Background: an optimization exercise with open tools, aiming at small area. Do not read the settings as production practice.
Where RTL was checked, it was by simulation tests only, not by an equivalence proof against the original.
No driver is modelled on the clock port, so clocking that relies on it looks cheaper here than on a real chip.
No activity file was given, so power comes from the tool's default toggle rates.

Setup of maple:
// mfe_led7seg_74hc595_controller_wrapper
module mfe_led7seg_74hc595_controller_wrapper (
    clk,
    rst,
    dat,
    vld,
    sclk,
    rclk,
    dio
    );
export LEC_CHECK = 0
export CAP_MARGIN = 20
export CORE_MARGIN = 2
export CORE_UTILIZATION = 40
export SLEW_MARGIN = 20
export SYNTH_HIERARCHICAL = 1
create_clock -name core_clock -period 5.0 [get_ports {clk}]
standard.sh (not shown) runs the stock make flow with config.mk's settings and CLKGATE_MAP_FILE= SYNTH_SCRIPT=/design/flow/synth_recipe.tcl, a recipe that flattens the netlist after the stock synthesis.
==> flow/flow/run.sh <==
#!/bin/bash
# Standard ORFS layout, with the port buffers made from the smallest buffer
# cell, and a clock tree of a few leaf clusters without dummy loads.
set -euo pipefail
export BUFFER_PORTS_ARGS="-buffer_cell sky130_fd_sc_hd__buf_1"
export CTS_ARGS="-repair_clock_nets -dont_use_dummy_load -buf_list sky130_fd_sc_hd__clkbuf_8"
bash standard.sh > standard.log 2>&1
## Diff of input files: tundra against maple
==> flow/flow/run.sh <==
#!/bin/bash
# Standard ORFS layout, with the port buffers made from the smallest buffer
# cell instead of the one buffer_ports picks by default.
set -euo pipefail
export BUFFER_PORTS_ARGS="-buffer_cell sky130_fd_sc_hd__buf_1"
bash standard.sh > standard.log 2>&1
[summary]
| final core utilization | higher: tundra |. Overall power was higher in the run labelled tundra. The via count normalized by instance count on tundra is in line with that on maple. Via count of the first global-routing pass for tundra: 44 up relative to maple. Wire length: tundra vs maple up about 1.3%. Worst setup slack: tundra and maple compared, lower one is tundra. Of tundra and maple, it is tundra that has the higher cell area. tundra vs maple, met2 routing resource usage after global routing went up by 0.57 points. On met1 track demand over resource in global routing, maple tracks tundra almost exactly.
[inputs] cedar vs tundra
==> flow/flow/run.sh <==
#!/bin/bash
# Standard ORFS layout, with the port buffers made from the smallest buffer
# cell, and a clock tree of a few leaf clusters without dummy loads.
set -euo pipefail
export BUFFER_PORTS_ARGS="-buffer_cell sky130_fd_sc_hd__buf_1"
export CTS_ARGS="-sink_clustering_enable -sink_clustering_levels 1 -repair_clock_nets -dont_use_dummy_load -buf_list sky130_fd_sc_hd__clkbuf_8 -sink_clustering_size 30 -sink_clustering_max_diameter 300"
bash standard.sh > standard.log 2>&1
==> comparison <==
- Clock group share of total power in cedar is 8.2 points below tundra.
- Per the comparison of cedar with tundra, total power saw a decrease; average detailed-routed wire length per instance saw little to no change; fraction of the cycle the final worst path needs saw a decrease; post-route minimum period saw a decrease.
- In the reports for cedar and tundra, the larger growth of design area from synthesis to finish belongs to tundra.
- cedar ends up with a total non-filler cell area in the finished layout that is about 2.5% lower than in tundra.
- Going from tundra to cedar, sequential fraction of the synthesis area roughly the same; sum of routed wire length over all layers lower.
[inputs] indigo vs cedar
==> flow/flow/run.sh <==
#!/bin/bash
# Standard ORFS layout, with the port buffers made from the smallest buffer
# cell, and a clock tree of a few leaf clusters without dummy loads.
set -euo pipefail
export BUFFER_PORTS_ARGS="-buffer_cell sky130_fd_sc_hd__buf_1"
export CTS_ARGS="-sink_clustering_enable -repair_clock_nets -dont_use_dummy_load -buf_list sky130_fd_sc_hd__clkbuf_16 -sink_clustering_size 50 -sink_clustering_max_diameter 200"
bash standard.sh > standard.log 2>&1
Notes after the runs:
Part of the power in the clock network delta for indigo relative to cedar: 8.4 points higher. Quantity of gates resized following cts of cedar is on par with indigo. Relative to cedar, indigo degrades leakage power summed over all cells. On wire length, indigo does worse than cedar. indigo can be clocked faster than cedar. Final period utilization on indigo is down relative to cedar.
No functional check of the RTL was part of any run of this note.

* * *

lane 4:
Another version of the RTL of mfe_led7seg_74hc595_controller_wrapper (not shown whole).
Size: about 70 I/O pins, ~0.0032 mm² of cells after synthesis.
==> flow/design.v (excerpt) <==
module mfe_led7seg_74hc595_controller_wrapper (
    clk,
    rst,
    dat,
    vld,
    sclk,
    rclk,
    dio
    );
input           clk;
input           rst;
input  [63 : 0] dat;
input           vld;
output          sclk;
output          rclk;
output          dio;
wire [63 : 0] dat_reg;
wire          vld_n;
wire          ld;
wire          hd;
mfe_led7seg_74hc595_g_inv  u_vld_n (.a(vld), .y(vld_n));
mfe_led7seg_74hc595_g_nor2 u_ld    (.a(rst), .b(vld_n), .y(ld));
mfe_led7seg_74hc595_g_nor2 u_hd    (.a(rst), .b(vld), .y(hd));
mfe_led7seg_74hc595_store #(.W(64)) store (
    .clk  (clk),
    .ld   (ld),
    .hd   (hd),
    .d    (dat),
    .q    (dat_reg)
    );
mfe_led7seg_74hc595_controller led7seg_74hc595_ctrl (
    .clk  (clk),
    .rst  (rst),
    .dat  (dat_reg),
    .sclk (sclk),
    .rclk (rclk),
    .dio  (dio)
    );
endmodule
export LEC_CHECK = 0
export CAP_MARGIN = 20
export CORE_MARGIN = 2
export CORE_UTILIZATION = 40
export SLEW_MARGIN = 20
export SYNTH_HIERARCHICAL = 1
create_clock -name core_clock -period 5.0 [get_ports {clk}]
==> flow/flow/run.sh <==
#!/bin/bash
# Standard ORFS layout with three changes:
#  - the port buffers are made from the smallest buffer cell;
#  - the clock tree is built by flow/cts_tree.tcl before CTS runs (one root
#    buffer on the clock port driving five leaf buffers, each driving the
#    registers nearest to it), and CTS leaves it alone;
#  - no dummy loads on the clock tree.
set -euo pipefail
export BUFFER_PORTS_ARGS="-buffer_cell sky130_fd_sc_hd__buf_1"
export PRE_CTS_TCL="$PWD/flow/cts_tree.tcl"
export CTS_ARGS="-sink_clustering_enable -repair_clock_nets -dont_use_dummy_load -buf_list sky130_fd_sc_hd__clkbuf_8"
bash standard.sh > standard.log 2>&1
==> flow/flow/cts_tree.tcl <==
# Clock tree made by hand, run before clock_tree_synthesis (PRE_CTS_TCL).
# The registers are split into groups by position (k-means on their
# locations, with a cap on group size); each group is driven by a leaf clock
# buffer placed at its centre, and the leaves are driven by one root buffer
# on the clock port. TritonCTS is then told to leave these nets alone.
proc mfe_clock_tree { nleaf leaf_cell root_cell } {
  set block [ord::get_db_block]
  set db [ord::get_db]
  set clk_net [$block findNet clk]
  set sinks {}
  foreach it [$clk_net getITerms] {
    set inst [$it getInst]
    if { [[$inst getMaster] isSequential] } {
      set box [$inst getBBox]
      set x [expr {([$box xMin] + [$box xMax]) / 2}]
      set y [expr {([$box yMin] + [$box yMax]) / 2}]
      lappend sinks [list $x $y $it]
    }
  }
  set n [llength $sinks]
  # initial centres: spread along a snake over the bounding box
  set sorted [lsort -integer -index 0 $sinks]
  set cx {}
  set cy {}
  for {set g 0} {$g < $nleaf} {incr g} {
    set s [lindex $sorted [expr {int(($g + 0.5) * $n / $nleaf)}]]
    lappend cx [lindex $s 0]
    lappend cy [lindex $s 1]
  }
  set cap [expr {int(ceil(double($n) / $nleaf)) + 1}]
  for {set iter 0} {$iter < 40} {incr iter} {
    set pairs {}
    set i 0
    foreach s $sinks {
      for {set g 0} {$g < $nleaf} {incr g} {
        set dx [expr {[lindex $s 0] - [lindex $cx $g]}]
        set dy [expr {[lindex $s 1] - [lindex $cy $g]}]
        lappend pairs [list [expr {$dx * $dx + $dy * $dy}] $i $g]
      }
      incr i
    }
    set pairs [lsort -integer -index 0 $pairs]
    set assign [lrepeat $n -1]
    set count [lrepeat $nleaf 0]
    foreach p $pairs {
      lassign $p d i g
      if { [lindex $assign $i] >= 0 || [lindex $count $g] >= $cap } { continue }
      lset assign $i $g
      lset count $g [expr {[lindex $count $g] + 1}]
    }
    set sx [lrepeat $nleaf 0]
    set sy [lrepeat $nleaf 0]
    set i 0
    foreach s $sinks {
      set g [lindex $assign $i]
      lset sx $g [expr {[lindex $sx $g] + [lindex $s 0]}]
      lset sy $g [expr {[lindex $sy $g] + [lindex $s 1]}]
      incr i
    }
    for {set g 0} {$g < $nleaf} {incr g} {
      set c [lindex $count $g]
      if { $c > 0 } {
        lset cx $g [expr {[lindex $sx $g] / $c}]
        lset cy $g [expr {[lindex $sy $g] / $c}]
      }
    }
  }
  # root buffer on the clock port, at the centre of the leaves
  set root_net [odb::dbNet_create $block "clknet_mfe_root"]
  $root_net setSigType CLOCK
  set root [odb::dbInst_create $block [$db findMaster $root_cell] "clkbuf_mfe_root"]
  [$root findITerm A] connect $clk_net
  [$root findITerm X] connect $root_net
  set rx 0
  set ry 0
  set nets [list clk clknet_mfe_root]
  for {set g 0} {$g < $nleaf} {incr g} {
    set net [odb::dbNet_create $block "clknet_mfe_$g"]
    $net setSigType CLOCK
    lappend nets "clknet_mfe_$g"
    set buf [odb::dbInst_create $block [$db findMaster $leaf_cell] "clkbuf_mfe_$g"]
    [$buf findITerm A] connect $root_net
    [$buf findITerm X] connect $net
    set i 0
    foreach s $sinks {
      if { [lindex $assign $i] == $g } {
        set it [lindex $s 2]
        $it disconnect
        $it connect $net
      }
      incr i
    }
    $buf setLocation [lindex $cx $g] [lindex $cy $g]
    $buf setPlacementStatus PLACED
    incr rx [lindex $cx $g]
    incr ry [lindex $cy $g]
    puts "clkbuf_mfe_$g drives [lindex $count $g] registers"
  }
  $root setLocation [expr {$rx / $nleaf}] [expr {$ry / $nleaf}]
  $root setPlacementStatus PLACED
  set_cts_config -skip_nets $nets
}

# Five leaf buffers of about 18 registers each, under one small root buffer
mfe_clock_tree 5 sky130_fd_sc_hd__clkbuf_8 sky130_fd_sc_hd__clkbuf_2
set_propagated_clock [all_clocks]
diff inputs: lane 4 => lane 2
-- flow/flow/run.sh --
<<< lane 4, line 4
#  - the clock tree is built by flow/cts_tree.tcl before CTS runs (one root
#    buffer on the clock port driving five leaf buffers, each driving the
#    registers nearest to it), and CTS leaves it alone;
>>> lane 2, line 4
#  - the clock tree is built by flow/cts_tree.tcl before CTS runs (one root
#    buffer on the clock port driving six leaf buffers, each driving the
#    registers nearest to it), and CTS leaves it alone;
-- flow/flow/cts_tree.tcl --
<<< lane 4, line 103

# Five leaf buffers of about 18 registers each, under one small root buffer
mfe_clock_tree 5 sky130_fd_sc_hd__clkbuf_8 sky130_fd_sc_hd__clkbuf_2
set_propagated_clock [all_clocks]
>>> lane 2, line 103

# Six leaf buffers of about 15 registers each, under one small root buffer
mfe_clock_tree 6 sky130_fd_sc_hd__clkbuf_8 sky130_fd_sc_hd__clkbuf_2
set_propagated_clock [all_clocks]
--- outcome ---
The lower number of fill cells in the layout came out of lane 2.
Lane 2 against lane 4: area added between synthesis and finish rose by 0.43 points, relative slew slack stayed essentially flat, CTS clock-pin slew for the worst setup and hold paths stayed essentially flat.

* * *

The RTL this note starts from:
==> flow/design.v <==
module mfe_led7seg_74hc595_controller (
    clk,
    rst,
    dat,
    sclk,
    rclk,
    dio
    );
input           clk;
input           rst;
input  [63 : 0] dat;      
output          sclk;
output          rclk;
output          dio;
reg  [7 : 0] div;
wire         z61  = ~|div[6 : 1];
wire         z    = z61 & ~div[0];
wire         div0 = z & ~div[7];
wire         div1 = z61 & div[0] & ~div[7];
always @(posedge clk) begin
    if (rst) begin
        div <= 8'd0;
    end
    else begin
        div <= {div[6 : 0], div[7] ^ div[5] ^ div[4] ^ div[3] ^ z};
    end
end
reg  [5 : 0] slot;
reg          first;       
reg  [2 : 0] dig;
wire s32  = slot[5] & ~slot[0];
wire s33  = slot[5] &  slot[0];
wire [5 : 0] tgl;
assign tgl[0] = 1'b1;
assign tgl[1] = slot[0] & ~slot[5];
assign tgl[2] = slot[0] & slot[1];
assign tgl[3] = tgl[2] & slot[2];
assign tgl[4] = tgl[3] & slot[3];
assign tgl[5] = (tgl[4] & slot[4]) | s33;
always @(posedge clk) begin
    if (rst) begin
        slot <= 6'd0;
    end
    else if (div1) begin
        slot <= slot ^ tgl;
    end
end
wire cap = div0 & s33 & ~rst;
always @(posedge clk) begin
    if (rst) begin
        first <= 1'b1;
    end
    else if (div0 & s33) begin
        first <= 1'b0;
    end
end
always @(posedge clk) begin
    if (rst) begin
        dig <= 3'd0;
    end
    else if (div1 & s32) begin
        dig <= dig + 1'b1;
    end
end
wire [7 : 0] seg_reg;
mfe_led7seg_74hc595_snap snap (
    .clk  (clk),
    .sel  ({8{cap}} & (8'd1 << dig)),
    .hd   (~cap & ~rst),
    .dat  (dat),
    .q    (seg_reg)
    );
assign sclk = div1 ? (slot[0] & ~slot[5])
                   : (~slot[0] & (slot[5] | (slot[4 : 1] != 4'd0) | ~first));
assign rclk = slot[5] & (div1 | slot[0]);
wire [2 : 0] b    = ~slot[3 : 1];
wire         pbit = ~first & (dig == b);
assign dio = ~slot[5] & (slot[4] ? pbit : seg_reg[b]);
endmodule
module mfe_led7seg_74hc595_controller_wrapper (
    clk,
    rst,
    dat,
    vld,
    sclk,
    rclk,
    dio
    );
input           clk;
input           rst;
input  [63 : 0] dat;
input           vld;
output          sclk;
output          rclk;
output          dio;
wire [63 : 0] dat_reg;
mfe_led7seg_74hc595_store #(.W(64)) store (
    .clk  (clk),
    .ld   (vld & ~rst),
    .hd   (~vld & ~rst),
    .d    (dat),
    .q    (dat_reg)
    );
mfe_led7seg_74hc595_controller led7seg_74hc595_ctrl (
    .clk  (clk),
    .rst  (rst),
    .dat  (dat_reg),
    .sclk (sclk),
    .rclk (rclk),
    .dio  (dio)
    );
endmodule
module mfe_led7seg_74hc595_store #(
    parameter W = 64
    ) (
    clk,
    ld,
    hd,
    d,
    q
    );
input             clk;
input             ld;
input             hd;
input  [W - 1 : 0] d;
output [W - 1 : 0] q;
reg    [W - 1 : 0] q;
always @(posedge clk) begin
    q <= ({W{ld}} & d) | ({W{hd}} & q);
end
endmodule
module mfe_led7seg_74hc595_snap (
    clk,
    sel,
    hd,
    dat,
    q
    );
input             clk;
input  [7 : 0]    sel;
input             hd;
input  [63 : 0]   dat;
output [7 : 0]    q;
reg    [7 : 0]    q;
wire   [7 : 0]    t0;
wire   [7 : 0]    t1;
wire   [7 : 0]    t2;
wire   [7 : 0]    nxt;
genvar i;
generate
    for (i = 0; i < 8; i = i + 1) begin : bit_g
        mfe_led7seg_74hc595_aoi222 g0 (
            .a1 (sel[0]), .a2 (dat[i]),
            .b1 (sel[1]), .b2 (dat[8 + i]),
            .c1 (sel[2]), .c2 (dat[16 + i]),
            .y  (t0[i])
            );
        mfe_led7seg_74hc595_aoi222 g1 (
            .a1 (sel[3]), .a2 (dat[24 + i]),
            .b1 (sel[4]), .b2 (dat[32 + i]),
            .c1 (sel[5]), .c2 (dat[40 + i]),
            .y  (t1[i])
            );
        mfe_led7seg_74hc595_aoi222 g2 (
            .a1 (sel[6]), .a2 (dat[48 + i]),
            .b1 (sel[7]), .b2 (dat[56 + i]),
            .c1 (hd),     .c2 (q[i]),
            .y  (t2[i])
            );
        assign nxt[i] = ~(t0[i] & t1[i] & t2[i]);
    end
endgenerate
always @(posedge clk) begin
    q <= nxt;
end
endmodule
module mfe_led7seg_74hc595_aoi222 (
    a1,
    a2,
    b1,
    b2,
    c1,
    c2,
    y
    );
input  a1;
input  a2;
input  b1;
input  b2;
input  c1;
input  c2;
output y;
assign y = ~((a1 & a2) | (b1 & b2) | (c1 & c2));
endmodule
Settings: LEC_CHECK=0, CAP_MARGIN=20, CORE_MARGIN=2, CORE_UTILIZATION=40, SLEW_MARGIN=20, SYNTH_HIERARCHICAL=1; clock period 5.0 ns.
==> flow/flow/run.sh <==
#!/bin/bash
# Standard ORFS layout, with the port buffers made from the smallest buffer
# cell, and a clock tree of a few leaf clusters without dummy loads.
set -euo pipefail
export BUFFER_PORTS_ARGS="-buffer_cell sky130_fd_sc_hd__buf_1"
export RECOVER_POWER=100
export CTS_ARGS="-sink_clustering_enable -repair_clock_nets -dont_use_dummy_load -buf_list sky130_fd_sc_hd__clkbuf_8 -sink_clustering_size 30 -sink_clustering_max_diameter 200"
bash standard.sh > standard.log 2>&1
Rerun with:
Settings changed: CORE_UTILIZATION 40 to 65, PLACE_DENSITY from default to 0.75.
Result:
- routed wire length went down by 9.8%
- global-route usage went up by 8.5 points
- clock power went down by about 3%

-- static timing again, ports no longer ideal --
Ports are ideal in the flow. The routed layouts listed here were re-timed in OpenROAD.
Step 1: set_driving_cell puts a clkbuf_16 on clk and a buf_2 on each other input, an assumption about the parent block.
Step 2 also shifts input and output timing later by t, the mid clock arrival at the registers, as if the neighbouring blocks saw the same clock.
Three values: ideal, step 1, step 2; two values: the first two.
run | shift t [ns] | setup slack, ns | worst setup path at the end | worst register clock-pin slew, ns
maple | 0.374 | 2.215 / 2.183 / 2.425 | input to register | 0.09 / 0.09
tundra | 0.383 | 2.188 / 2.156 / 2.416 | input to register | 0.09 / 0.09
cedar | 0.374 | 2.215 / 2.183 / 2.425 | input to register | 0.09 / 0.09
indigo | 0.364 | 2.233 / 2.195 / 2.409 | input to register | 0.07 / 0.07
lane 4 | 0.510 | 1.731 / 1.700 / 2.210 | register to output | 0.11 / 0.11
lane 2 | 0.520 | 1.723 / 1.693 / 2.214 | register to output | 0.10 / 0.10
the first run of note 3 | 0.369 | 1.394 / 1.365 / 1.367 | input to register | 0.08 / 0.08
the second run of note 3 | 0.365 | 1.437 / 1.406 / 1.521 | input to register | 0.09 / 0.09
After both steps setup and hold are still met in every run listed. The setup slack of the first run of note 3, which loses most, moves by -0.029 ns with the drivers and by -0.027 ns with both steps.
